This is an optimization exercise on Yosys and OpenROAD, whose aim is small area, a short achievable clock period and few clock cycles per item, not a production implementation. Function was checked by simulation only, so behaviour that the tests miss may differ from the original. Power figures rest on the tool's default switching activity, not on a simulated workload.

--- config.mk ---
export PLATFORM = sky130hd
export DESIGN_NAME = RSA_TOP
export DESIGN_NICKNAME = RSA_TOP
export VERILOG_FILES = /design/flow/design.v
export SDC_FILE = /design/flow/constraint.sdc
export NUM_CORES = 4
export LEC_CHECK = 0
export CAP_MARGIN = 20
export CORE_MARGIN = 2
export CORE_UTILIZATION = 40
export SLEW_MARGIN = 20
--- run.sh ---
#!/bin/bash
# synth_recipe.tcl (not shown) runs the flow's synth.tcl, then flattens the netlist and writes it again
# the make line also repeats each setting of config.mk as NAME=value (left out here)
make -C /OpenROAD-flow-scripts/flow DESIGN_CONFIG=/design/flow/config.mk WORK_HOME=/design/flow/orfs CLKGATE_MAP_FILE= SYNTH_SCRIPT=/design/flow/synth_recipe.tcl finish
--- design.v ---
module RSA_IP #(parameter WIDTH = 3) (
    IN_P, IN_Q, IN_E,
    OUT_N, OUT_D
);
input  [WIDTH-1:0]   IN_P, IN_Q;
input  [WIDTH*2-1:0] IN_E;
output [WIDTH*2-1:0] OUT_N;
output signed[WIDTH*2-1:0] OUT_D;
wire signed[WIDTH*2-1:0]   x[0:WIDTH*2-2];
wire signed[WIDTH*2-1:0]   y[0:WIDTH*2-2];
wire [WIDTH*2-1:0]   a[0:WIDTH*2-2];
wire [WIDTH*2-1:0]   b[0:WIDTH*2-2];
wire [WIDTH*2-1:0] phi;
assign phi = (IN_P-1)* (IN_Q-1);
assign OUT_N = IN_P* IN_Q;
wire [WIDTH*2-1:0] tmp_result[0:WIDTH*2-1];
genvar i;
generate
assign OUT_D = (y[0][WIDTH*2-1])? y[0] + phi: y[0] ;
for ( i=0; i<WIDTH*2-1; i=i+1) begin: loop_l
    if(i==0)begin
        assign a[i] = IN_E;
        assign b[i] = phi % IN_E;
        assign x[i] = y[1];
        assign y[i] = x[1] - (phi/IN_E)*y[1];
    end
    else begin
        assign a[i] = b[i-1];
        assign b[i] = a[i-1] % b[i-1];
        assign x[i] = (b[i-1]==1)? 'd0 : y[i+1];
        assign y[i] = (b[i-1]==1)? 'd1 : x[i+1] - (a[i-1]/b[i-1])*y[i+1];
    end    
end
endgenerate
endmodule
module RSA_TOP (
    clk, rst_n, in_valid,
    in_p, in_q, in_e, in_c,
    out_valid, out_m
);
input clk, rst_n, in_valid;
input [3:0] in_p, in_q;
input [7:0] in_e, in_c;
output reg out_valid;
output reg [7:0] out_m;
parameter IDLE = 2'b00;
parameter LOAD = 2'b01;
parameter CAL  = 2'b11;
parameter OUT  = 2'b10;
integer i;
reg [1:0] current_state, next_state;
wire [7:0] out_n, out_d;
reg [3:0] in_q_reg;
reg [3:0] in_p_reg;
reg [7:0] in_e_reg;
reg ld_flag;
wire out_flag;
reg [7:0] private_key;
reg [15:0] res;
reg [15:0] base;
reg [7:0] exp;
reg [7:0] mod;
reg [7:0] message [0:7];
reg [2:0] counter;
RSA_IP #(4) I_RSA_IP ( .IN_P(in_p_reg), .IN_Q(in_q_reg), .IN_E(in_e_reg), .OUT_N(out_n), .OUT_D(out_d) );
assign out_flag = (counter == 'd7 && ld_flag)?1:0;
always @(posedge clk or negedge rst_n)begin
	if(!rst_n) res <= 'd1;
	else if(ld_flag) res <= 'd1;
	else if(exp[0] == 1'b1) res <= (res * base) % mod;
end
always @(posedge clk or negedge rst_n)begin
	if(!rst_n) exp <= 8'b0;
	else if(in_valid) exp <= 8'b0;
	else if(ld_flag) exp <= private_key;
	else exp <= exp >> 1;
end
always @(posedge clk or negedge rst_n)begin
	if(!rst_n) base <= 'd0;
	else if(ld_flag) begin
		case(counter)
		0: base <= message[1];
		1: base <= message[2];
		2: base <= message[3];
		3: base <= message[4];
		4: base <= message[5];
		5: base <= message[6];
		6: base <= message[7];
		7: base <= message[0];
		endcase
	end 
	else base <= (base * base) % mod;
end
always @(*)begin
	if(!rst_n) ld_flag = 0;
	else if(exp == 8'b0) ld_flag = 1;
	else ld_flag = 0;
end
always @(posedge clk) begin
	if(in_valid && counter == 0)begin
		in_q_reg <= in_q;
		in_p_reg <= in_p;
		in_e_reg <= in_e;	
	end			
end
always @(posedge clk) begin
	if(in_valid && counter == 1)
		mod <= out_n;			
end
always @(posedge clk) begin
	if(in_valid && counter == 1)
		private_key <= out_d;			
end
always @(posedge clk or negedge rst_n) begin
	if (!rst_n) counter <= 0;
	else if(in_valid)
		counter <= (counter==7)?counter: counter + 1;			
	else if(current_state[0] && ld_flag)
		counter <= counter + 1;
	else if(current_state == OUT)
		counter <= counter + 1;
	else if(current_state == IDLE)
		counter <= 0;
end
always @(posedge clk or negedge rst_n)begin
	if(!rst_n)begin
		for(i=0; i<8; i=i+1) message[i] <= 'd0;
	end 
	else if(in_valid) begin
		message[counter] <= in_c;
	end
	else if(current_state==CAL && ld_flag)begin
		message[counter] <= res;
	end
end
always @(posedge clk or negedge rst_n) begin
    if (!rst_n) current_state <= IDLE;
    else        current_state <= next_state;
end 
always @(*) begin
    if (!rst_n) next_state = IDLE;
    else begin
        case (current_state)
        IDLE : next_state = (in_valid)? LOAD: IDLE;
        LOAD : next_state = (!in_valid)? CAL: LOAD;
        CAL  : next_state = (out_flag)? OUT: CAL;
		OUT  : next_state = (counter == 'd7)? IDLE: OUT;
        default: next_state = IDLE;
        endcase
    end
end
always@(posedge clk or negedge rst_n) begin
	if(!rst_n) begin
		out_valid   <= 'd0 ;
        out_m <= 'd0;
	end
	else if(current_state == OUT) begin 
		out_valid   <= 'd1 ;
        out_m <= message[counter];
	end 
	else begin
		out_valid   <= 'd0 ;
        out_m <= 'd0;
	end
end
endmodule
--- constraint.sdc ---
create_clock -name core_clock -period 160.0 [get_ports {clk}]
set_input_delay 32.0000 -clock core_clock [delete_from_list [all_inputs] [get_ports {clk}]]
set_output_delay 32.0000 -clock core_clock [all_outputs]
set_load 0.01 [all_outputs]
==> results.txt <==
## cell families after synthesis
logic type / count (synthesis)
simple gates: 7281
compound gates: 5277
fa+ha+maj: 2004
buf+inv: 1285
xor+xnor: 1076
mux: 576
flops: 150
other cells: 1
## cell type report
class | instances | area (sq um) | area share [%]
tap | 4140 | 5180 | 3.78
timing repair inverter | 1 | 3.75 | 0.00274
antenna | 1 | 2.50 | 0.00183
timing repair buffer | 768 | 5910 | 4.31
inverter | 813 | 3080 | 2.25
clock inverter | 12 | 143 | 0.104
sequential | 150 | 3920 | 2.86
multi-input combinational | 16300 | 118000 | 86.4
clock buffer | 20 | 458 | 0.334
## timing repair
item,4_1_cts,5_1_grt
pin swaps,6,126
cloned,1,9
gates resized for setup,30,382
endpoints found under the setup margin,8,8
setup buffers,8,182
## cell usage in the layout (no fill, tap or decap), types with 152 or more instances in the layout
cell type | netlist | routed
nand3_1 | 429 | 418
nand2b_1 | 255 | 253
nor2b_1 | 224 | 215
xnor2_1 | 694 | 689
ha_1 | 1741 | 1728
buf_4 | 30 | 726
inv_1 | 789 | 778
mux2_2 | 360 | 359
xor2_1 | 377 | 376
a21oi_1 | 1036 | 968
a211oi_1 | 160 | 152
o21a_1 | 965 | 964
and3_1 | 189 | 185
fa_1 | 251 | 247
o21ai_0 | 766 | 719
nand2_1 | 1566 | 1560
mux2i_1 | 204 | 199
or3_1 | 191 | 188
nor2_1 | 1810 | 1757
nand4_1 | 230 | 230
and2_1 | 313 | 303
a21o_1 | 335 | 334
a31oi_1 | 171 | 161
or2_2 | 196 | 196
o31ai_1 | 473 | 462
nor3_1 | 1198 | 1186
## layer usage
metal	track usage (%)	wire, microns	up-vias
met5	0	31	-
met1	33.6	193000	62700
met3	1.27	17000	545
met4	5.35	9970	4
li1	-	-	67000
met2	41.9	188000	3075
## stage by stage
step	cell area, sq um	instances	setup TNS, ns	setup slack (ns)	hold WS [ns]
2_1_floorplan	125000	17700	0	0.101	0.456
3_3_place_gp	133000	22000	-15.56	-2.05	0.470
3_5_place_dp	133000	22000	-31.20	-4.01	0.473
4_1_cts	134000	22000	0	0.0941	0.489
5_1_grt	137000	22200	-5.77	-0.835	0.519
6_report	137000	22200	0	8.49	0.487
==> impl_results.md <==
* Share of layout cells above drive strength 1 at 10.9%
* Drt total wl at around 410000 microns
* Top-count cell post-synth: nor2_1
* Netlist cell types at approximately 170
* Post-route ant nets at 0
* Cell Pwr Density at around 13000 mW/mm^2
* Core Util, Final at approximately 44%
* Die ar. at approximately 0.32 sq mm
* Final nets at ~20000
* Final setup vio count at 0
* Worst Min Path Start: private_key[6]
* Fin crit period at ~150 ns
* Synth top area share at between 10% and 20%
* CP Capture Point: private_key[5]
* Remaining Overflow, GRT at 0
* Avg WL per Cell at ~18 microns
* CP most frequent cell: o21a_1
* Sequential share of the synthesized area at approximately 3.1%
* Internal Pwr Total at between 700 and 800 mW
* Die W at around 560 microns
* Async SR Flop Fraction at slightly below 80%
* Outcome: timing/DRC/antenna clean
* Clock Latency Late Sink at between 0.4 and 0.5 ns
* Sink Count at 150
* Final Power at 1840 mW
* Xor/xnor share of the synthesized area at 7.61%
* Slowest stage delay, CP at 0.64 ns
* IO Port Bufs at 35
* Vias in the first global route at approximately 120k
* Post-synth top cells: nor2_1, ha_1, nand2_1, nor3_1, a21oi_1
* Sw Ratio at roughly three fifths
* First-pass GRT wire length at about 660000 microns
* Area contributors post-synth: ha_1, o21a_1, nor2_1
* GPL Wtd Cong at 0.995
* Synth Warn # at 3
* Top reg by flops: message
* Initial DRC Count at about 9300
* Worst-path fanout max at 13
* Req. time, crit path at roughly 160 ns
* Crit path launch: in_q_reg[0]
* Chip height at ~560 microns
* Root Driver: clkbuf_16
* Max cap viols at 0
* Main synth FF type: dfrtp_1
* Setup crit end kind: flop
* Clock skew at a little under 0.008 ns
* Maximum vdd drop at about 8.0 mV
* Clk pwr at just over 0.04 mW
* Worst Max-Slew Pin Slew at about 1.3 ns
* Max FFs per register at 64
* Core ar. at 0.311 sq mm
* Multiplexer share of the synthesized area at under 10%
* Largest net degree at the start of global routing at 51
* Post-synth EDFFs at 32
* CP Class: flop to flop
* Final Max Slew Viols at 0
* DRC violation count after routing at 0
* Synthesized-area fraction occupied by and/or/nand/nor cells at 29.3%
* Post-synthesis compound-gate area fraction at approximately 29%
* Worst path arrival time at around 150 ns
* Max clock buf depth at 2
* Cts hold-fix bufs at 0
* # fillers at approximately 32000
* H-tree depth at 4
* Syn_area_per_cell at 7.07 sq um
* Comb power frac at ~100%
* RR Endpoint: private_key[5]
* Period utilization at between 90% and 100%
* Critical Path Start Type: flop
* Seq power at just over 1 mW
* Via count of the routed design at 133000
* Adder-cell area share of the yosys netlist at 21.6%
* Part of the power in registers at less than 1%
* Cell leakage power at 57.9 nW
* DR vias/cell at between 5 and 6
* Worst Reg-to-Reg Cells at 792
* CP max stage cell: or4b_2
* Clk slew on worst S/H paths at roughly 0.070 ns
* Logic power comb at roughly 1800 mW
* Top pwr grp: combinational logic
* Flops & latches, synth at 150
* Sw power at 1080 mW
* Inserted Clock Buffers at 17
* Rows at approximately 210
* DRT Pass-1 Iters at 8
* Initial antenna violation count at 6
* Mapped Area at 0.125 sq mm
* Origin of the critical flop-to-flop path: in_q_reg[0]
* Biggest regs: message x64, res x16, base x15
* Post-synth top area cell: ha_1
* Setup slack, reg-to-reg at about 8.5 ns
* Initial Utilization at between 40% and 50%
* WP depth at about 910
* Slew HR at 11.9%
* Dpl hpwl at approximately 330000 microns
* Synthesis-to-finish area growth at 9.76%
* CP top delay family: compound AO/OA/AOI/OAI gates
* Total GRT Usage at 24.5%
* Num ports at 36
* Post-Synthesis Cells at about 18000
* WHS Endpoint: exp[6]
* CTS tree: built
* Achievable Freq at around 0.0066 GHz
* Clk pwr share at 0%
* Hold path cells at 2
* Fin. Hold Viols at 0
* Combinational family with the most area after synthesis: compound AO/OA/AOI/OAI gates
* Hold crit path type: flop to flop
* WP buf/inv at slightly above 80
Testbench counts, summed over its fixed seeds: cycles 27,528, items 480.

[static timing again, ports no longer ideal]
The flow's constraints put no driver on any port. The routed layout listed below was extracted and timed again, unchanged, in two steps.
Step 1: set_driving_cell puts a clkbuf_16 on clk and a buf_2 on each other input, an assumption about the parent block.
Step 2 also shifts input and output timing later by t, the mid clock arrival at the registers, as if the neighbouring blocks saw the same clock.
Three values: ideal ports, drivers, drivers and shift; two values: the first two.
shift t [ns]: 0.482
slack for setup (ns): 8.494 / 8.494 / 8.494
worst data-port slew with drivers (ns): 0.06
After both steps setup and hold are still met in this run. For this run, drivers alone change the setup slack by 0.000 ns; drivers and shift together by 0.000 ns.
